Source: an optimization exercise on an open RTL-to-GDS flow (aim: small area and a short achievable clock period). Production flows keep margins and buffers that such runs may drop.
For this run, only the layout was checked, not whether the RTL still works.

### flow/design.v
`timescale 1ns/10ps
module cs_fa(input a, input b, input c, output s, output co);
  assign s = a ^ b ^ c;
  assign co = (a & b) | (a & c) | (b & c);
endmodule
module cs_ha(input a, input b, output s, output co);
  assign s = a ^ b;
  assign co = a & b;
endmodule
module cs_hb(input a, input b, output s, output co);
  assign s = ~(a ^ b);
  assign co = a | b;
endmodule
module cs_xor(input a, input b, output y);
  assign y = a ^ b;
endmodule
module cs_xnor(input a, input b, output y);
  assign y = ~(a ^ b);
endmodule
module cs_maj(input a, input b, input c, output y);
  assign y = (a & b) | (a & c) | (b & c);
endmodule
module cs_and(input a, input b, output y);
  assign y = a & b;
endmodule
module cs_or(input a, input b, output y);
  assign y = a | b;
endmodule
module cs_inv(input a, output y);
  assign y = ~a;
endmodule
module cs_nand(input a, input b, output y);
  assign y = ~(a & b);
endmodule
module cs_orn(input a, input b, output y);
  assign y = a | ~b;
endmodule
module cs_o21a(input a, input b, input c, output y);
  assign y = (a | b) & c;
endmodule
module cs_nand3(input a, input b, input c, output y);
  assign y = ~(a & b & c);
endmodule
module cs_nor3(input a, input b, input c, output y);
  assign y = ~(a | b | c);
endmodule
module cs_or3(input a, input b, input c, output y);
  assign y = a | b | c;
endmodule
module cs_and9(input [8:0] a, output y, output ny);
  assign y = &a;
  assign ny = ~(&a);
endmodule
module cs_ao222i(input a0, input b0, input a1, input b1, input a2, input b2, output y);
  assign y = ~((a0 & b0) | (a1 & b1) | (a2 & b2));
endmodule
module cs_and3(input a, input b, input c, output y);
  assign y = a & b & c;
endmodule
module cs_o221a(input a1, input a2, input b1, input b2, input c, output y);
  assign y = (a1 | a2) & (b1 | b2) & c;
endmodule
module cs_mux(input s, input a, input b, output y);
  assign y = s ? b : a;
endmodule
module cs_ge(input [4:0] h, output g1, output g2);
  assign g1 = h[4] | (h[3] & (h[2] | h[1] | h[0]));
  assign g2 = h[4] & (h[3] | h[2] | h[1]);
endmodule
module cs_add8(input [7:0] a, input [7:0] b, output [7:0] s);
  assign s = a + b;
endmodule
module cs_add13(input [12:0] a, input [12:0] b, output [12:0] s);
  assign s = a + b;
endmodule
module CS(Y, X, reset, clk);
input clk, reset;
input [7:0] X;
output reg [9:0] Y;
reg [3:0] count;                  
reg [7:0] w0, w1, w2, w3, w4, w5, w6, w7, w8;    
reg [7:0] q;                      
reg [3:0] r;                      
reg nz;                           
always @(posedge clk) nz <= ~reset;
wire [7:0] qz = q & {8{nz}};
wire [3:0] rz = r & {4{nz}};
always @(posedge clk) begin
  q <= qn; r <= rn;
end
wire full = (count == 4'd9);
wire en = full & ~reset;
wire [7:0] qn;
wire [3:0] rn;
wire [9:0] Yd;
always @(posedge clk) begin
  w0 <= X; w1 <= w0; w2 <= w1; w3 <= w2; w4 <= w3;
  w5 <= w4; w6 <= w5; w7 <= w6; w8 <= w7;
end
always @(posedge clk) begin
  if (reset) count <= 4'd0;
  else if (!full) count <= count + 4'd1;
end
always @(posedge clk) Y <= Yd;
wire n1, n2, n3, n4, n5, n6, n7, n8, n9, n10, n11, n12, n13, n14, n15, n16, n17, n18, n19, n20, n21, n22, n23, n24, n25, n26, n27, n28, n29, n30, n31, n32, n33, n34, n35, n36, n37, n38, n39, n40, n41, n42, n43, n44, n45, n46, n47, n48, n49, n50, n51, n52, n53, n54, n55, n56, n57, n58, n59, n60, n61, n62, n63, n64, n65, n66, n67, n68, n69, n70, n71, n72, n73, n74, n75, n76, n77, n78, n79, n80, n81, n82, n83, n84, n85, n86, n87, n88, n89, n90, n91, n92, n93, n94, n95, n96, n97, n98, n99, n100, n101, n102, n103, n104, n105, n106, n107, n108, n109, n110, n111, n112, n113, n114, n115, n116, n117, n118, n119, n120, n121, n122, n123, n124, n125, n126, n127, n128, n129, n130, n131, n132, n133, n134, n135, n136, n137, n138, n139, n140, n141, n142, n143, n144, n145, n146, n147, n148, n149, n150, n151, n152, n153, n154, n155, n156, n157, n158, n159, n160, n161, n162, n163, n164, n165, n166, n167, n168, n169, n170, n171, n172, n173, n174, n175, n176, n177, n178, n179, n180, n181, n182, n183, n184, n185, n186, n187, n188, n189, n190, n191, n192, n193, n194, n195, n196, n197, n198, n199, n200, n201, n202, n203, n204, n205, n206, n207, n208, n209, n210, n211, n212, n213, n214, n215, n216, n217, n218, n219, n220, n221, n222, n223, n224, n225, n226, n227, n228, n229, n230, n231, n232, n233, n234, n235, n236, n237, n238, n239, n240, n241, n242, n243, n244, n245, n246, n247, n248, n249, n250, n251, n252, n253, n254, n255, n256, n257, n258, n259, n260, n261, n262, n263, n264, n265, n266, n267, n268, n269, n270, n271, n272, n273, n274, n275, n276, n277, n278, n279, n280, n281, n282, n283, n284, n285, n286, n287, n288, n289, n290, n291, n292, n293, n294, n295, n296, n297, n298, n299, n300, n301, n302, n303, n304, n305, n306, n307, n308, n309, n310, n311, n312, n313, n314, n315, n316, n317, n318, n319, n320, n321, n322, n323, n324, n325, n326, n327, n328, n329, n330, n331, n332, n333, n334, n335, n336, n337, n338, n339, n340, n341, n342, n343, n344, n345, n346, n347, n348, n349, n350, n351, n352, n353, n354, n355, n356, n357, n358, n359, n360, n361, n362, n363, n364, n365, n366, n367, n368, n369, n370, n371, n372, n373, n374, n375, n376, n377, n378, n379, n380, n381, n382, n383, n384, n385, n386, n387, n388, n389, n390, n391, n392, n393, n394, n395, n396, n397, n398, n399, n400, n401, n402, n403, n404, n405, n406, n407, n408, n409, n410, n411, n412, n413, n414, n415, n416, n417, n418, n419, n420, n421, n422, n423, n424, n425, n426, n427, n428, n429, n430, n431, n432, n433, n434, n435, n436, n437, n438, n439, n440, n441;
cs_and u0 (.a(w8[0]), .b(full), .y(n1));
cs_and u1 (.a(w8[1]), .b(full), .y(n2));
cs_and u2 (.a(w8[2]), .b(full), .y(n3));
cs_and u3 (.a(w8[3]), .b(full), .y(n4));
cs_and u4 (.a(w8[4]), .b(full), .y(n5));
cs_and u5 (.a(w8[5]), .b(full), .y(n6));
cs_and u6 (.a(w8[6]), .b(full), .y(n7));
cs_and u7 (.a(w8[7]), .b(full), .y(n8));
cs_inv u8 (.a(n1), .y(n9));
cs_inv u9 (.a(n2), .y(n10));
cs_inv u10 (.a(n3), .y(n11));
cs_inv u11 (.a(n7), .y(n12));
cs_inv u12 (.a(n8), .y(n13));
cs_inv u13 (.a(rz[0]), .y(n14));
cs_fa u14 (.a(n14), .b(n4), .c(n9), .s(n15), .co(n16));
cs_fa u15 (.a(rz[1]), .b(rz[0]), .c(n5), .s(n17), .co(n18));
cs_fa u16 (.a(n10), .b(n13), .c(n17), .s(n19), .co(n20));
cs_fa u17 (.a(rz[2]), .b(n6), .c(n11), .s(n21), .co(n22));
cs_fa u18 (.a(n18), .b(n21), .c(n20), .s(n23), .co(n24));
cs_fa u19 (.a(rz[3]), .b(n22), .c(n24), .s(n25), .co(n26));
cs_ha u20 (.a(n12), .b(n15), .s(n27), .co(n28));
cs_fa u21 (.a(n16), .b(n19), .c(n28), .s(n29), .co(n30));
cs_ha u22 (.a(n23), .b(n30), .s(n31), .co(n32));
cs_ha u23 (.a(n25), .b(n32), .s(n33), .co(n34));
cs_xor u24 (.a(n26), .b(n34), .y(n35));
cs_ge u25 (.h({n35, n33, n31, n29, n27}), .g1(n36), .g2(n37));
cs_fa u26 (.a(n27), .b(n36), .c(n37), .s(n38), .co(n39));
cs_fa u27 (.a(n29), .b(n36), .c(n37), .s(n40), .co(n41));
cs_fa u28 (.a(n31), .b(n36), .c(n37), .s(n42), .co(n43));
cs_ha u29 (.a(n39), .b(n40), .s(n44), .co(n45));
cs_fa u30 (.a(n41), .b(n42), .c(n45), .s(n46), .co(n47));
cs_fa u31 (.a(n33), .b(n43), .c(n47), .s(n48), .co(n49));
cs_inv u32 (.a(X[3]), .y(n50));
cs_inv u33 (.a(X[4]), .y(n51));
cs_inv u34 (.a(X[5]), .y(n52));
cs_fa u35 (.a(n38), .b(X[0]), .c(X[6]), .s(n53), .co(n54));
cs_fa u36 (.a(X[1]), .b(X[7]), .c(n51), .s(n55), .co(n56));
cs_fa u37 (.a(n44), .b(n54), .c(n55), .s(n57), .co(n58));
cs_fa u38 (.a(X[2]), .b(n52), .c(n56), .s(n59), .co(n60));
cs_fa u39 (.a(n46), .b(n58), .c(n59), .s(n61), .co(n62));
cs_fa u40 (.a(n60), .b(n48), .c(n62), .s(n63), .co(n64));
cs_ha u41 (.a(n50), .b(n53), .s(n65), .co(n66));
cs_ha u42 (.a(n57), .b(n66), .s(n67), .co(n68));
cs_ha u43 (.a(n61), .b(n68), .s(n69), .co(n70));
cs_ha u44 (.a(n63), .b(n70), .s(n71), .co(n72));
cs_xor u45 (.a(n64), .b(n72), .y(n73));
cs_ge u46 (.h({n73, n71, n69, n67, n65}), .g1(n74), .g2(n75));
cs_fa u47 (.a(n65), .b(n74), .c(n75), .s(n76), .co(n77));
cs_fa u48 (.a(n67), .b(n74), .c(n75), .s(n78), .co(n79));
cs_fa u49 (.a(n69), .b(n74), .c(n75), .s(n80), .co(n81));
cs_ha u50 (.a(n77), .b(n78), .s(n82), .co(n83));
cs_fa u51 (.a(n79), .b(n80), .c(n83), .s(n84), .co(n85));
cs_fa u52 (.a(n71), .b(n81), .c(n85), .s(n86), .co(n87));
cs_inv u53 (.a(n4), .y(n88));
cs_inv u54 (.a(n5), .y(n89));
cs_inv u55 (.a(n6), .y(n90));
cs_inv u56 (.a(qz[1]), .y(n91));
cs_inv u57 (.a(qz[5]), .y(n92));
cs_inv u58 (.a(qz[6]), .y(n93));
cs_inv u59 (.a(qz[7]), .y(n94));
cs_fa u60 (.a(qz[0]), .b(n88), .c(n12), .s(n95), .co(n96));
cs_ha u61 (.a(n36), .b(n37), .s(n97), .co(n98));
cs_fa u62 (.a(n91), .b(n89), .c(n12), .s(n99), .co(n100));
cs_ha u63 (.a(n13), .b(X[4]), .s(n101), .co(n102));
cs_fa u64 (.a(qz[2]), .b(qz[1]), .c(n90), .s(n103), .co(n104));
cs_fa u65 (.a(n12), .b(n13), .c(X[5]), .s(n105), .co(n106));
cs_fa u66 (.a(n95), .b(n97), .c(X[3]), .s(n107), .co(n108));
cs_fa u67 (.a(n99), .b(n96), .c(n98), .s(n109), .co(n110));
cs_ha u68 (.a(X[6]), .b(X[7]), .s(n111), .co(n112));
cs_fa u69 (.a(n103), .b(n100), .c(X[6]), .s(n113), .co(n114));
cs_fa u70 (.a(X[7]), .b(n102), .c(n105), .s(n115), .co(n116));
cs_fa u71 (.a(qz[3]), .b(n13), .c(n104), .s(n117), .co(n118));
cs_ha u72 (.a(X[7]), .b(n106), .s(n119), .co(n120));
cs_ha u73 (.a(X[6]), .b(n107), .s(n121), .co(n122));
cs_fa u74 (.a(n109), .b(n101), .c(n111), .s(n123), .co(n124));
cs_fa u75 (.a(n110), .b(n112), .c(n113), .s(n125), .co(n126));
cs_fa u76 (.a(n117), .b(n114), .c(n119), .s(n127), .co(n128));
cs_ha u77 (.a(qz[4]), .b(n118), .s(n129), .co(n130));
cs_ha u78 (.a(n121), .b(n74), .s(n131), .co(n132));
cs_fa u79 (.a(n108), .b(n123), .c(n122), .s(n133), .co(n134));
cs_fa u80 (.a(n124), .b(n115), .c(n125), .s(n135), .co(n136));
cs_fa u81 (.a(n116), .b(n126), .c(n127), .s(n137), .co(n138));
cs_fa u82 (.a(n129), .b(n120), .c(n128), .s(n139), .co(n140));
cs_ha u83 (.a(n92), .b(n130), .s(n141), .co(n142));
cs_ha u84 (.a(qz[5]), .b(n93), .s(n143), .co(n144));
cs_ha u85 (.a(qz[6]), .b(n94), .s(n145), .co(n146));
cs_add8 u86 (.a({n145, n143, n141, n139, n137, n135, n133, n75}), .b({n144, n142, n140, n138, n136, n134, n132, n131}), .s({n154, n153, n152, n151, n150, n149, n148, n147}));
cs_inv u87 (.a(q[0]), .y(n155));
cs_inv u88 (.a(q[1]), .y(n156));
cs_inv u89 (.a(q[2]), .y(n157));
cs_inv u90 (.a(q[3]), .y(n158));
cs_inv u91 (.a(q[4]), .y(n159));
cs_inv u92 (.a(q[5]), .y(n160));
cs_inv u93 (.a(q[6]), .y(n161));
cs_inv u94 (.a(q[7]), .y(n162));
cs_and u95 (.a(w0[0]), .b(n155), .y(n163));
cs_maj u96 (.a(w0[1]), .b(n156), .c(n163), .y(n164));
cs_maj u97 (.a(w0[2]), .b(n157), .c(n164), .y(n165));
cs_maj u98 (.a(w0[3]), .b(n158), .c(n165), .y(n166));
cs_maj u99 (.a(w0[4]), .b(n159), .c(n166), .y(n167));
cs_maj u100 (.a(w0[5]), .b(n160), .c(n167), .y(n168));
cs_maj u101 (.a(w0[6]), .b(n161), .c(n168), .y(n169));
cs_maj u102 (.a(w0[7]), .b(n162), .c(n169), .y(n170));
cs_and u103 (.a(w1[0]), .b(n155), .y(n171));
cs_maj u104 (.a(w1[1]), .b(n156), .c(n171), .y(n172));
cs_maj u105 (.a(w1[2]), .b(n157), .c(n172), .y(n173));
cs_maj u106 (.a(w1[3]), .b(n158), .c(n173), .y(n174));
cs_maj u107 (.a(w1[4]), .b(n159), .c(n174), .y(n175));
cs_maj u108 (.a(w1[5]), .b(n160), .c(n175), .y(n176));
cs_maj u109 (.a(w1[6]), .b(n161), .c(n176), .y(n177));
cs_maj u110 (.a(w1[7]), .b(n162), .c(n177), .y(n178));
cs_and u111 (.a(w2[0]), .b(n155), .y(n179));
cs_maj u112 (.a(w2[1]), .b(n156), .c(n179), .y(n180));
cs_maj u113 (.a(w2[2]), .b(n157), .c(n180), .y(n181));
cs_maj u114 (.a(w2[3]), .b(n158), .c(n181), .y(n182));
cs_maj u115 (.a(w2[4]), .b(n159), .c(n182), .y(n183));
cs_maj u116 (.a(w2[5]), .b(n160), .c(n183), .y(n184));
cs_maj u117 (.a(w2[6]), .b(n161), .c(n184), .y(n185));
cs_maj u118 (.a(w2[7]), .b(n162), .c(n185), .y(n186));
cs_and u119 (.a(w3[0]), .b(n155), .y(n187));
cs_maj u120 (.a(w3[1]), .b(n156), .c(n187), .y(n188));
cs_maj u121 (.a(w3[2]), .b(n157), .c(n188), .y(n189));
cs_maj u122 (.a(w3[3]), .b(n158), .c(n189), .y(n190));
cs_maj u123 (.a(w3[4]), .b(n159), .c(n190), .y(n191));
cs_maj u124 (.a(w3[5]), .b(n160), .c(n191), .y(n192));
cs_maj u125 (.a(w3[6]), .b(n161), .c(n192), .y(n193));
cs_maj u126 (.a(w3[7]), .b(n162), .c(n193), .y(n194));
cs_and u127 (.a(w4[0]), .b(n155), .y(n195));
cs_maj u128 (.a(w4[1]), .b(n156), .c(n195), .y(n196));
cs_maj u129 (.a(w4[2]), .b(n157), .c(n196), .y(n197));
cs_maj u130 (.a(w4[3]), .b(n158), .c(n197), .y(n198));
cs_maj u131 (.a(w4[4]), .b(n159), .c(n198), .y(n199));
cs_maj u132 (.a(w4[5]), .b(n160), .c(n199), .y(n200));
cs_maj u133 (.a(w4[6]), .b(n161), .c(n200), .y(n201));
cs_maj u134 (.a(w4[7]), .b(n162), .c(n201), .y(n202));
cs_and u135 (.a(w5[0]), .b(n155), .y(n203));
cs_maj u136 (.a(w5[1]), .b(n156), .c(n203), .y(n204));
cs_maj u137 (.a(w5[2]), .b(n157), .c(n204), .y(n205));
cs_maj u138 (.a(w5[3]), .b(n158), .c(n205), .y(n206));
cs_maj u139 (.a(w5[4]), .b(n159), .c(n206), .y(n207));
cs_maj u140 (.a(w5[5]), .b(n160), .c(n207), .y(n208));
cs_maj u141 (.a(w5[6]), .b(n161), .c(n208), .y(n209));
cs_maj u142 (.a(w5[7]), .b(n162), .c(n209), .y(n210));
cs_and u143 (.a(w6[0]), .b(n155), .y(n211));
cs_maj u144 (.a(w6[1]), .b(n156), .c(n211), .y(n212));
cs_maj u145 (.a(w6[2]), .b(n157), .c(n212), .y(n213));
cs_maj u146 (.a(w6[3]), .b(n158), .c(n213), .y(n214));
cs_maj u147 (.a(w6[4]), .b(n159), .c(n214), .y(n215));
cs_maj u148 (.a(w6[5]), .b(n160), .c(n215), .y(n216));
cs_maj u149 (.a(w6[6]), .b(n161), .c(n216), .y(n217));
cs_maj u150 (.a(w6[7]), .b(n162), .c(n217), .y(n218));
cs_and u151 (.a(w7[0]), .b(n155), .y(n219));
cs_maj u152 (.a(w7[1]), .b(n156), .c(n219), .y(n220));
cs_maj u153 (.a(w7[2]), .b(n157), .c(n220), .y(n221));
cs_maj u154 (.a(w7[3]), .b(n158), .c(n221), .y(n222));
cs_maj u155 (.a(w7[4]), .b(n159), .c(n222), .y(n223));
cs_maj u156 (.a(w7[5]), .b(n160), .c(n223), .y(n224));
cs_maj u157 (.a(w7[6]), .b(n161), .c(n224), .y(n225));
cs_maj u158 (.a(w7[7]), .b(n162), .c(n225), .y(n226));
cs_and u159 (.a(w8[0]), .b(n155), .y(n227));
cs_maj u160 (.a(w8[1]), .b(n156), .c(n227), .y(n228));
cs_maj u161 (.a(w8[2]), .b(n157), .c(n228), .y(n229));
cs_maj u162 (.a(w8[3]), .b(n158), .c(n229), .y(n230));
cs_maj u163 (.a(w8[4]), .b(n159), .c(n230), .y(n231));
cs_maj u164 (.a(w8[5]), .b(n160), .c(n231), .y(n232));
cs_maj u165 (.a(w8[6]), .b(n161), .c(n232), .y(n233));
cs_maj u166 (.a(w8[7]), .b(n162), .c(n233), .y(n234));
cs_inv u167 (.a(n170), .y(n235));
cs_inv u168 (.a(n178), .y(n236));
cs_inv u169 (.a(n186), .y(n237));
cs_inv u170 (.a(n194), .y(n238));
cs_inv u171 (.a(n202), .y(n239));
cs_inv u172 (.a(n210), .y(n240));
cs_inv u173 (.a(n218), .y(n241));
cs_inv u174 (.a(n226), .y(n242));
cs_inv u175 (.a(n234), .y(n243));
cs_ao222i u176 (.a0(n235), .b0(w0[7]), .a1(n236), .b1(w1[7]), .a2(n237), .b2(w2[7]), .y(n244));
cs_ao222i u177 (.a0(n238), .b0(w3[7]), .a1(n239), .b1(w4[7]), .a2(n240), .b2(w5[7]), .y(n245));
cs_ao222i u178 (.a0(n241), .b0(w6[7]), .a1(n242), .b1(w7[7]), .a2(n243), .b2(w8[7]), .y(n246));
cs_and3 u179 (.a(n244), .b(n245), .c(n246), .y(n247));
cs_nand3 u180 (.a(n244), .b(n245), .c(n246), .y(n248));
cs_nand3 u181 (.a(n235), .b(w0[7]), .c(w0[6]), .y(n249));
cs_nand3 u182 (.a(n236), .b(w1[7]), .c(w1[6]), .y(n250));
cs_nand3 u183 (.a(n237), .b(w2[7]), .c(w2[6]), .y(n251));
cs_nand3 u184 (.a(n238), .b(w3[7]), .c(w3[6]), .y(n252));
cs_nand3 u185 (.a(n239), .b(w4[7]), .c(w4[6]), .y(n253));
cs_nand3 u186 (.a(n240), .b(w5[7]), .c(w5[6]), .y(n254));
cs_nand3 u187 (.a(n241), .b(w6[7]), .c(w6[6]), .y(n255));
cs_nand3 u188 (.a(n242), .b(w7[7]), .c(w7[6]), .y(n256));
cs_nand3 u189 (.a(n243), .b(w8[7]), .c(w8[6]), .y(n257));
cs_and3 u190 (.a(n249), .b(n250), .c(n251), .y(n258));
cs_and3 u191 (.a(n252), .b(n253), .c(n254), .y(n259));
cs_and3 u192 (.a(n255), .b(n256), .c(n257), .y(n260));
cs_and3 u193 (.a(n258), .b(n259), .c(n260), .y(n261));
cs_ao222i u194 (.a0(n235), .b0(w0[6]), .a1(n236), .b1(w1[6]), .a2(n237), .b2(w2[6]), .y(n262));
cs_ao222i u195 (.a0(n238), .b0(w3[6]), .a1(n239), .b1(w4[6]), .a2(n240), .b2(w5[6]), .y(n263));
cs_ao222i u196 (.a0(n241), .b0(w6[6]), .a1(n242), .b1(w7[6]), .a2(n243), .b2(w8[6]), .y(n264));
cs_and3 u197 (.a(n262), .b(n263), .c(n264), .y(n265));
cs_nand3 u198 (.a(n262), .b(n263), .c(n264), .y(n266));
cs_o21a u199 (.a(n248), .b(n265), .c(n261), .y(n267));
cs_inv u200 (.a(n267), .y(n268));
cs_o221a u201 (.a1(w0[7]), .a2(n247), .b1(w0[6]), .b2(n267), .c(n235), .y(n269));
cs_o221a u202 (.a1(w1[7]), .a2(n247), .b1(w1[6]), .b2(n267), .c(n236), .y(n270));
cs_o221a u203 (.a1(w2[7]), .a2(n247), .b1(w2[6]), .b2(n267), .c(n237), .y(n271));
cs_o221a u204 (.a1(w3[7]), .a2(n247), .b1(w3[6]), .b2(n267), .c(n238), .y(n272));
cs_o221a u205 (.a1(w4[7]), .a2(n247), .b1(w4[6]), .b2(n267), .c(n239), .y(n273));
cs_o221a u206 (.a1(w5[7]), .a2(n247), .b1(w5[6]), .b2(n267), .c(n240), .y(n274));
cs_o221a u207 (.a1(w6[7]), .a2(n247), .b1(w6[6]), .b2(n267), .c(n241), .y(n275));
cs_o221a u208 (.a1(w7[7]), .a2(n247), .b1(w7[6]), .b2(n267), .c(n242), .y(n276));
cs_o221a u209 (.a1(w8[7]), .a2(n247), .b1(w8[6]), .b2(n267), .c(n243), .y(n277));
cs_ao222i u210 (.a0(n269), .b0(w0[5]), .a1(n270), .b1(w1[5]), .a2(n271), .b2(w2[5]), .y(n278));
cs_ao222i u211 (.a0(n272), .b0(w3[5]), .a1(n273), .b1(w4[5]), .a2(n274), .b2(w5[5]), .y(n279));
cs_ao222i u212 (.a0(n275), .b0(w6[5]), .a1(n276), .b1(w7[5]), .a2(n277), .b2(w8[5]), .y(n280));
cs_and3 u213 (.a(n278), .b(n279), .c(n280), .y(n281));
cs_nand3 u214 (.a(n278), .b(n279), .c(n280), .y(n282));
cs_nand3 u215 (.a(n269), .b(w0[5]), .c(w0[4]), .y(n283));
cs_nand3 u216 (.a(n270), .b(w1[5]), .c(w1[4]), .y(n284));
cs_nand3 u217 (.a(n271), .b(w2[5]), .c(w2[4]), .y(n285));
cs_nand3 u218 (.a(n272), .b(w3[5]), .c(w3[4]), .y(n286));
cs_nand3 u219 (.a(n273), .b(w4[5]), .c(w4[4]), .y(n287));
cs_nand3 u220 (.a(n274), .b(w5[5]), .c(w5[4]), .y(n288));
cs_nand3 u221 (.a(n275), .b(w6[5]), .c(w6[4]), .y(n289));
cs_nand3 u222 (.a(n276), .b(w7[5]), .c(w7[4]), .y(n290));
cs_nand3 u223 (.a(n277), .b(w8[5]), .c(w8[4]), .y(n291));
cs_and3 u224 (.a(n283), .b(n284), .c(n285), .y(n292));
cs_and3 u225 (.a(n286), .b(n287), .c(n288), .y(n293));
cs_and3 u226 (.a(n289), .b(n290), .c(n291), .y(n294));
cs_and3 u227 (.a(n292), .b(n293), .c(n294), .y(n295));
cs_ao222i u228 (.a0(n269), .b0(w0[4]), .a1(n270), .b1(w1[4]), .a2(n271), .b2(w2[4]), .y(n296));
cs_ao222i u229 (.a0(n272), .b0(w3[4]), .a1(n273), .b1(w4[4]), .a2(n274), .b2(w5[4]), .y(n297));
cs_ao222i u230 (.a0(n275), .b0(w6[4]), .a1(n276), .b1(w7[4]), .a2(n277), .b2(w8[4]), .y(n298));
cs_and3 u231 (.a(n296), .b(n297), .c(n298), .y(n299));
cs_nand3 u232 (.a(n296), .b(n297), .c(n298), .y(n300));
cs_o21a u233 (.a(n282), .b(n299), .c(n295), .y(n301));
cs_inv u234 (.a(n301), .y(n302));
cs_o221a u235 (.a1(w0[5]), .a2(n281), .b1(w0[4]), .b2(n301), .c(n269), .y(n303));
cs_o221a u236 (.a1(w1[5]), .a2(n281), .b1(w1[4]), .b2(n301), .c(n270), .y(n304));
cs_o221a u237 (.a1(w2[5]), .a2(n281), .b1(w2[4]), .b2(n301), .c(n271), .y(n305));
cs_o221a u238 (.a1(w3[5]), .a2(n281), .b1(w3[4]), .b2(n301), .c(n272), .y(n306));
cs_o221a u239 (.a1(w4[5]), .a2(n281), .b1(w4[4]), .b2(n301), .c(n273), .y(n307));
cs_o221a u240 (.a1(w5[5]), .a2(n281), .b1(w5[4]), .b2(n301), .c(n274), .y(n308));
cs_o221a u241 (.a1(w6[5]), .a2(n281), .b1(w6[4]), .b2(n301), .c(n275), .y(n309));
cs_o221a u242 (.a1(w7[5]), .a2(n281), .b1(w7[4]), .b2(n301), .c(n276), .y(n310));
cs_o221a u243 (.a1(w8[5]), .a2(n281), .b1(w8[4]), .b2(n301), .c(n277), .y(n311));
cs_ao222i u244 (.a0(n303), .b0(w0[3]), .a1(n304), .b1(w1[3]), .a2(n305), .b2(w2[3]), .y(n312));
cs_ao222i u245 (.a0(n306), .b0(w3[3]), .a1(n307), .b1(w4[3]), .a2(n308), .b2(w5[3]), .y(n313));
cs_ao222i u246 (.a0(n309), .b0(w6[3]), .a1(n310), .b1(w7[3]), .a2(n311), .b2(w8[3]), .y(n314));
cs_and3 u247 (.a(n312), .b(n313), .c(n314), .y(n315));
cs_nand3 u248 (.a(n312), .b(n313), .c(n314), .y(n316));
cs_nand3 u249 (.a(n303), .b(w0[3]), .c(w0[2]), .y(n317));
cs_nand3 u250 (.a(n304), .b(w1[3]), .c(w1[2]), .y(n318));
cs_nand3 u251 (.a(n305), .b(w2[3]), .c(w2[2]), .y(n319));
cs_nand3 u252 (.a(n306), .b(w3[3]), .c(w3[2]), .y(n320));
cs_nand3 u253 (.a(n307), .b(w4[3]), .c(w4[2]), .y(n321));
cs_nand3 u254 (.a(n308), .b(w5[3]), .c(w5[2]), .y(n322));
cs_nand3 u255 (.a(n309), .b(w6[3]), .c(w6[2]), .y(n323));
cs_nand3 u256 (.a(n310), .b(w7[3]), .c(w7[2]), .y(n324));
cs_nand3 u257 (.a(n311), .b(w8[3]), .c(w8[2]), .y(n325));
cs_and3 u258 (.a(n317), .b(n318), .c(n319), .y(n326));
cs_and3 u259 (.a(n320), .b(n321), .c(n322), .y(n327));
cs_and3 u260 (.a(n323), .b(n324), .c(n325), .y(n328));
cs_and3 u261 (.a(n326), .b(n327), .c(n328), .y(n329));
cs_ao222i u262 (.a0(n303), .b0(w0[2]), .a1(n304), .b1(w1[2]), .a2(n305), .b2(w2[2]), .y(n330));
cs_ao222i u263 (.a0(n306), .b0(w3[2]), .a1(n307), .b1(w4[2]), .a2(n308), .b2(w5[2]), .y(n331));
cs_ao222i u264 (.a0(n309), .b0(w6[2]), .a1(n310), .b1(w7[2]), .a2(n311), .b2(w8[2]), .y(n332));
cs_and3 u265 (.a(n330), .b(n331), .c(n332), .y(n333));
cs_nand3 u266 (.a(n330), .b(n331), .c(n332), .y(n334));
cs_o21a u267 (.a(n316), .b(n333), .c(n329), .y(n335));
cs_inv u268 (.a(n335), .y(n336));
cs_o221a u269 (.a1(w0[3]), .a2(n315), .b1(w0[2]), .b2(n335), .c(n303), .y(n337));
cs_o221a u270 (.a1(w1[3]), .a2(n315), .b1(w1[2]), .b2(n335), .c(n304), .y(n338));
cs_o221a u271 (.a1(w2[3]), .a2(n315), .b1(w2[2]), .b2(n335), .c(n305), .y(n339));
cs_o221a u272 (.a1(w3[3]), .a2(n315), .b1(w3[2]), .b2(n335), .c(n306), .y(n340));
cs_o221a u273 (.a1(w4[3]), .a2(n315), .b1(w4[2]), .b2(n335), .c(n307), .y(n341));
cs_o221a u274 (.a1(w5[3]), .a2(n315), .b1(w5[2]), .b2(n335), .c(n308), .y(n342));
cs_o221a u275 (.a1(w6[3]), .a2(n315), .b1(w6[2]), .b2(n335), .c(n309), .y(n343));
cs_o221a u276 (.a1(w7[3]), .a2(n315), .b1(w7[2]), .b2(n335), .c(n310), .y(n344));
cs_o221a u277 (.a1(w8[3]), .a2(n315), .b1(w8[2]), .b2(n335), .c(n311), .y(n345));
cs_ao222i u278 (.a0(n337), .b0(w0[1]), .a1(n338), .b1(w1[1]), .a2(n339), .b2(w2[1]), .y(n346));
cs_ao222i u279 (.a0(n340), .b0(w3[1]), .a1(n341), .b1(w4[1]), .a2(n342), .b2(w5[1]), .y(n347));
cs_ao222i u280 (.a0(n343), .b0(w6[1]), .a1(n344), .b1(w7[1]), .a2(n345), .b2(w8[1]), .y(n348));
cs_and3 u281 (.a(n346), .b(n347), .c(n348), .y(n349));
cs_nand3 u282 (.a(n346), .b(n347), .c(n348), .y(n350));
cs_nand3 u283 (.a(n337), .b(w0[1]), .c(w0[0]), .y(n351));
cs_nand3 u284 (.a(n338), .b(w1[1]), .c(w1[0]), .y(n352));
cs_nand3 u285 (.a(n339), .b(w2[1]), .c(w2[0]), .y(n353));
cs_nand3 u286 (.a(n340), .b(w3[1]), .c(w3[0]), .y(n354));
cs_nand3 u287 (.a(n341), .b(w4[1]), .c(w4[0]), .y(n355));
cs_nand3 u288 (.a(n342), .b(w5[1]), .c(w5[0]), .y(n356));
cs_nand3 u289 (.a(n343), .b(w6[1]), .c(w6[0]), .y(n357));
cs_nand3 u290 (.a(n344), .b(w7[1]), .c(w7[0]), .y(n358));
cs_nand3 u291 (.a(n345), .b(w8[1]), .c(w8[0]), .y(n359));
cs_and3 u292 (.a(n351), .b(n352), .c(n353), .y(n360));
cs_and3 u293 (.a(n354), .b(n355), .c(n356), .y(n361));
cs_and3 u294 (.a(n357), .b(n358), .c(n359), .y(n362));
cs_and3 u295 (.a(n360), .b(n361), .c(n362), .y(n363));
cs_ao222i u296 (.a0(n337), .b0(w0[0]), .a1(n338), .b1(w1[0]), .a2(n339), .b2(w2[0]), .y(n364));
cs_ao222i u297 (.a0(n340), .b0(w3[0]), .a1(n341), .b1(w4[0]), .a2(n342), .b2(w5[0]), .y(n365));
cs_ao222i u298 (.a0(n343), .b0(w6[0]), .a1(n344), .b1(w7[0]), .a2(n345), .b2(w8[0]), .y(n366));
cs_and3 u299 (.a(n364), .b(n365), .c(n366), .y(n367));
cs_nand3 u300 (.a(n364), .b(n365), .c(n366), .y(n368));
cs_o21a u301 (.a(n350), .b(n367), .c(n363), .y(n369));
cs_inv u302 (.a(n369), .y(n370));
cs_fa u303 (.a(q[0]), .b(q[3]), .c(r[3]), .s(n371), .co(n372));
cs_fa u304 (.a(q[1]), .b(q[4]), .c(n372), .s(n373), .co(n374));
cs_fa u305 (.a(q[2]), .b(q[5]), .c(n374), .s(n375), .co(n376));
cs_fa u306 (.a(q[3]), .b(q[6]), .c(n376), .s(n377), .co(n378));
cs_fa u307 (.a(q[4]), .b(q[7]), .c(n378), .s(n379), .co(n380));
cs_ha u308 (.a(q[0]), .b(r[0]), .s(n381), .co(n382));
cs_fa u309 (.a(q[1]), .b(r[1]), .c(n382), .s(n383), .co(n384));
cs_fa u310 (.a(q[2]), .b(r[2]), .c(n384), .s(n385), .co(n386));
cs_ha u311 (.a(n371), .b(n386), .s(n387), .co(n388));
cs_ha u312 (.a(n373), .b(n388), .s(n389), .co(n390));
cs_ha u313 (.a(n375), .b(n390), .s(n391), .co(n392));
cs_ha u314 (.a(n377), .b(n392), .s(n393), .co(n394));
cs_ha u315 (.a(n379), .b(n394), .s(n395), .co(n396));
cs_fa u316 (.a(q[5]), .b(n380), .c(n396), .s(n397), .co(n398));
cs_ha u317 (.a(q[6]), .b(n398), .s(n399), .co(n400));
cs_ha u318 (.a(q[7]), .b(n400), .s(n401), .co(n402));
cs_ha u319 (.a(n387), .b(n316), .s(n403), .co(n404));
cs_fa u320 (.a(n389), .b(n302), .c(n350), .s(n405), .co(n406));
cs_fa u321 (.a(n391), .b(n282), .c(n336), .s(n407), .co(n408));
cs_fa u322 (.a(n393), .b(n268), .c(n316), .s(n409), .co(n410));
cs_fa u323 (.a(n395), .b(n248), .c(n302), .s(n411), .co(n412));
cs_ha u324 (.a(n397), .b(n282), .s(n413), .co(n414));
cs_ha u325 (.a(n399), .b(n268), .s(n415), .co(n416));
cs_ha u326 (.a(n248), .b(n401), .s(n417), .co(n418));
cs_add13 u327 (.a({1'b0, n402, n417, n415, n413, n411, n409, n407, n405, n370, n385, n383, n381}), .b({1'b0, n418, n416, n414, n412, n410, n408, n406, n404, n403, n336, n350, n370}), .s({n431, n430, n429, n428, n427, n426, n425, n424, n423, n422, n421, n420, n419}));
cs_and u328 (.a(n422), .b(en), .y(n432));
cs_and u329 (.a(n423), .b(en), .y(n433));
cs_and u330 (.a(n424), .b(en), .y(n434));
cs_and u331 (.a(n425), .b(en), .y(n435));
cs_and u332 (.a(n426), .b(en), .y(n436));
cs_and u333 (.a(n427), .b(en), .y(n437));
cs_and u334 (.a(n428), .b(en), .y(n438));
cs_and u335 (.a(n429), .b(en), .y(n439));
cs_and u336 (.a(n430), .b(en), .y(n440));
cs_and u337 (.a(n431), .b(en), .y(n441));
assign qn[0] = n147;
assign qn[1] = n148;
assign qn[2] = n149;
assign qn[3] = n150;
assign qn[4] = n151;
assign qn[5] = n152;
assign qn[6] = n153;
assign qn[7] = n154;
assign rn[0] = n76;
assign rn[1] = n82;
assign rn[2] = n84;
assign rn[3] = n86;
assign Yd[0] = n432;
assign Yd[1] = n433;
assign Yd[2] = n434;
assign Yd[3] = n435;
assign Yd[4] = n436;
assign Yd[5] = n437;
assign Yd[6] = n438;
assign Yd[7] = n439;
assign Yd[8] = n440;
assign Yd[9] = n441;
endmodule
### flow/flow/run.sh
#!/bin/bash
# The standard layout (standard.sh), with two changes to how it is made:
#  - ORFS's timing repair aims at a setup slack of 13.5 ns at the design's clock
#    period (SETUP_SLACK_MARGIN), so repair_timing sizes and buffers critical paths;
#  - every input and output port still gets a buffer, of cell sky130_fd_sc_hd__buf_2.
set -e
export SETUP_SLACK_MARGIN=13.5
export BUFFER_PORTS_ARGS="-buffer_cell sky130_fd_sc_hd__buf_2"
bash standard.sh > standard.log 2>&1
### flow/standard.sh
#!/bin/bash
# synth_recipe.tcl (not shown) runs the flow's synth.tcl, then flattens the netlist and writes it again
# the make line also repeats each setting of config.mk as NAME=value (left out here)
make -C /OpenROAD-flow-scripts/flow DESIGN_CONFIG=/design/flow/config.mk WORK_HOME=/design/flow/orfs CLKGATE_MAP_FILE= SYNTH_SCRIPT=/design/flow/synth_recipe.tcl "${@:-finish}"
### flow/config.mk
export PLATFORM = sky130hd
export DESIGN_NAME = CS
export DESIGN_NICKNAME = CS
export VERILOG_FILES = /design/flow/design.v
export SDC_FILE = /design/flow/constraint.sdc
export NUM_CORES = 4
export LEC_CHECK = 0
export CAP_MARGIN = 20
export CORE_MARGIN = 2
export CORE_UTILIZATION = 50
export CTS_BUF_LIST = sky130_fd_sc_hd__clkbuf_8
export SLEW_MARGIN = 20
export SYNTH_HIERARCHICAL = 1
export SYNTH_MINIMUM_KEEP_SIZE = 0
### flow/constraint.sdc
create_clock -name core_clock -period 23.0 [get_ports {clk}]
set_input_delay 4.6000 -clock core_clock [delete_from_list [all_inputs] [get_ports {clk}]]
set_output_delay 4.6000 -clock core_clock [all_outputs]
set_load 0.01 [all_outputs]
==> summary.txt <==
==> worst register-to-register path: cells and delay by family, from the launching register on <==
kind	cells	cell delay (ps)
AO/OA/AOI/OAI	12	3420
adder cells (fa/ha/maj)	9	3110
AND/OR/NAND/NOR	8	1340
buffers and inverters	5	670
flip-flops	1	390
XOR/XNOR	1	150
==> placed cells by master (no fill, tap or decap), types with 4 or more instances in the layout <==
master / instances
and3_1: 24
nand3_1: 42
nand2_1: 9
buf_4: 8
xnor2_1: 10
a21o_1: 4
o211ai_1: 4
o221a_1: 18
o221a_4: 9
inv_2: 8
and2_1: 39
maj3_2: 63
ha_1: 51
xor2_1: 8
nor2_1: 11
clkbuf_8: 9
inv_1: 38
a222oi_1: 24
a21oi_1: 17
buf_2: 19
fa_1: 53
dfxtp_1: 97
==> sequential cells by signal, indices dropped and copies added, names as in the netlist <==
register / count
Y: 10
q: 8
w0: 8
w1: 8
w2: 8
w3: 8
w4: 8
w5: 8
w6: 8
w7: 8
w8: 8
count: 4
r: 4
nz: 1
==> metal layers <==
metal / global-route usage [%] / share of wire (%) / routed length [um] / vias to the layer above
li1: - / - / - / 2243
met1: 29.7 / 45 / 6810 / 2361
met2: 37.5 / 50 / 7530 / 98
met3: 4.07 / 3.3 / 502 / 26
met4: 7.38 / 2.2 / 339 / 0
met5: 0 / 0 / 0 / -
==> through the flow <==
stage | cell area (um^2) | std cells | hold WS [ps] | setup slack [ps]
4_1_cts | 7020 | 789 | 388 | 13500
5_1_grt | 7210 | 795 | 405 | 13470
3_3_place_gp | 6800 | 771 | 374 | 13040
2_1_floorplan | 6490 | 581 | 359 | 14270
6_report | 7210 | 795 | 387 | 13810
3_5_place_dp | 6800 | 771 | 374 | 12860
==> final cells by class <==
cell class | count | area (um^2) | area share, %
Sequential cell | 99 | 1990 | 27.6
Inverter | 46 | 176 | 2.45
Clock inverter | 6 | 65.1 | 0.902
Clock buffer | 9 | 124 | 1.72
Timing Repair Buffer | 27 | 155 | 2.15
Multi-Input combinational cell | 436 | 4490 | 62.2
Tap cell | 172 | 215 | 2.98
==> final timing paths <==
kind | slack (ps) | endpoint
worst max register to register | 13810 | Y[9]
worst min-delay path | 390 | w3[0]
worst max-delay path | 13810 | Y[9]
worst min register to register | 390 | w3[0]
==> what timing repair did <==
item,CTS,global route
endpoints found under the setup margin,8,8
resized for setup,4,36
setup buffers,3,5
gates cloned,0,1
pin swaps,6,16
==> summary.txt <==
Outcome
  • Status: complete, no violations

Die
  • Io pins: 20
  • Site Rows: 41
  • Die width: 118 um
  • Core ar.: 0.0126 mm^2
  • Full die area: 0.0139 mm^2
  • Initial Util: 51.4%
  • Die Ht: 118 um

Worst setup path
  • Top cell by count, worst path: maj3_2
  • CP max FO: 10
  • Startpoint class of the critical path: register
  • CP delay by family, top: compound AO/OA/AOI/OAI gates
  • Critical path depth: 35
  • Crit. Startpoint: q[1]
  • CP Capture Type: register
  • Critical Path RT: 23290 ps
  • Buf+Inv Stages, Crit Path: 5
  • Crit path kind: register to register
  • Max incr delay on CP: 640 ps
  • Reg2reg start: q[1]
  • Crit path DAT: 9490 ps
  • FF-to-FF path depth: 35
  • CP max-delay cell: fa_1

Drt
  • 1st-iter DRT viols: 508
  • Via Count: 4728
  • Avg WL per Cell: 19.1 um
  • Routed Wire Length: 15.2 mm
  • DRC errors left: 0
  • DRT antenna net count: 0
  • Drt via density: 5.95
  • DR pass1 iterations: 5

Synthesis
  • Syn_area_per_cell: 11.2 um^2
  • Cells after synthesis: 580
  • Mapped cell area: 0.00649 mm^2
  • Yosys warnings: 7

STA
  • Final min period: 9190 ps
  • Fin crit share: 40.0%
  • Fin. max-slew vios: 0
  • Slew headroom: 65.6%
  • Final Hold Violating Endpoints: 0
  • Setup TNS: 0 ps
  • FMAX: 0.109 GHz
  • Worst slew pin tran: 513 ps
  • RSZ-0062 raised after global routing: false
  • Setup-failing EPs final: 0
  • Worst Skew: 9.40 ps

Final layout
  • Share of cells above drive strength 1: 23.4%
  • Synth-to-Final Area Change: 11.2%
  • ANT cells: 0
  • # nets final: 734
  • Core Util, Final: 57.1%
  • FILL cells: 1157

Clock tree
  • Hold-fix buffers at CTS: 0
  • H-tree levels: 3
  • CTS tree: built
  • Clock Path Buffers: 2
  • Clk root buf: clkbuf_8
  • CTS sink count: 99
  • Worst-skew pair later-pin latency: 390 ps
  • TritonCTS Buffers: 9
  • Clk slew on worst S/H paths: 100 ps

Hold path
  • Hold Path Class: register to register
  • Hold_sp: w2[0]
  • Number of cells on the worst hold path: 0

Global route
  • Largest net degree at the start of global routing: 17
  • Grt ovf: 0
  • GR Util All Layers: 22.5%
  • First-pass GRT wire length: 24.6 mm
  • Vias in the first global route: 4789
  • Antenna violations before repair: 0

Place
  • DP HPWL: 11.6 mm
  • RePlAce Congestion: 0.870
  • Port Buf Inserts: 19

Flow run
  • Max_cap viols: 0

-- port drivers added, routing unchanged --
In the flow no input, the clock included, has a driving cell. The finished layout below was timed again as built, in two steps.
Step 1 assumes that a clkbuf_16 drives the clock port and a buf_2 every other input.
Step 2, shift: input delay + t, output delay - t, t = (earliest + latest rising clock arrival at the registers) / 2. This alone moves slack from input paths to output paths.
Slacks: no drivers / after step 1 / after step 2; pairs: no drivers / after step 1.
t (ns): 0.424
setup slack, ns: 13.805 / 13.805 / 13.805
hold slack, ns: 0.387 / 0.387 / 0.387
worst setup path after step 2: register to register
worst slew at a driven data input, ns: 0.03
After both steps this run still meets setup and hold. The setup slack of this run moves by 0.000 ns with the drivers and by 0.000 ns with both steps.
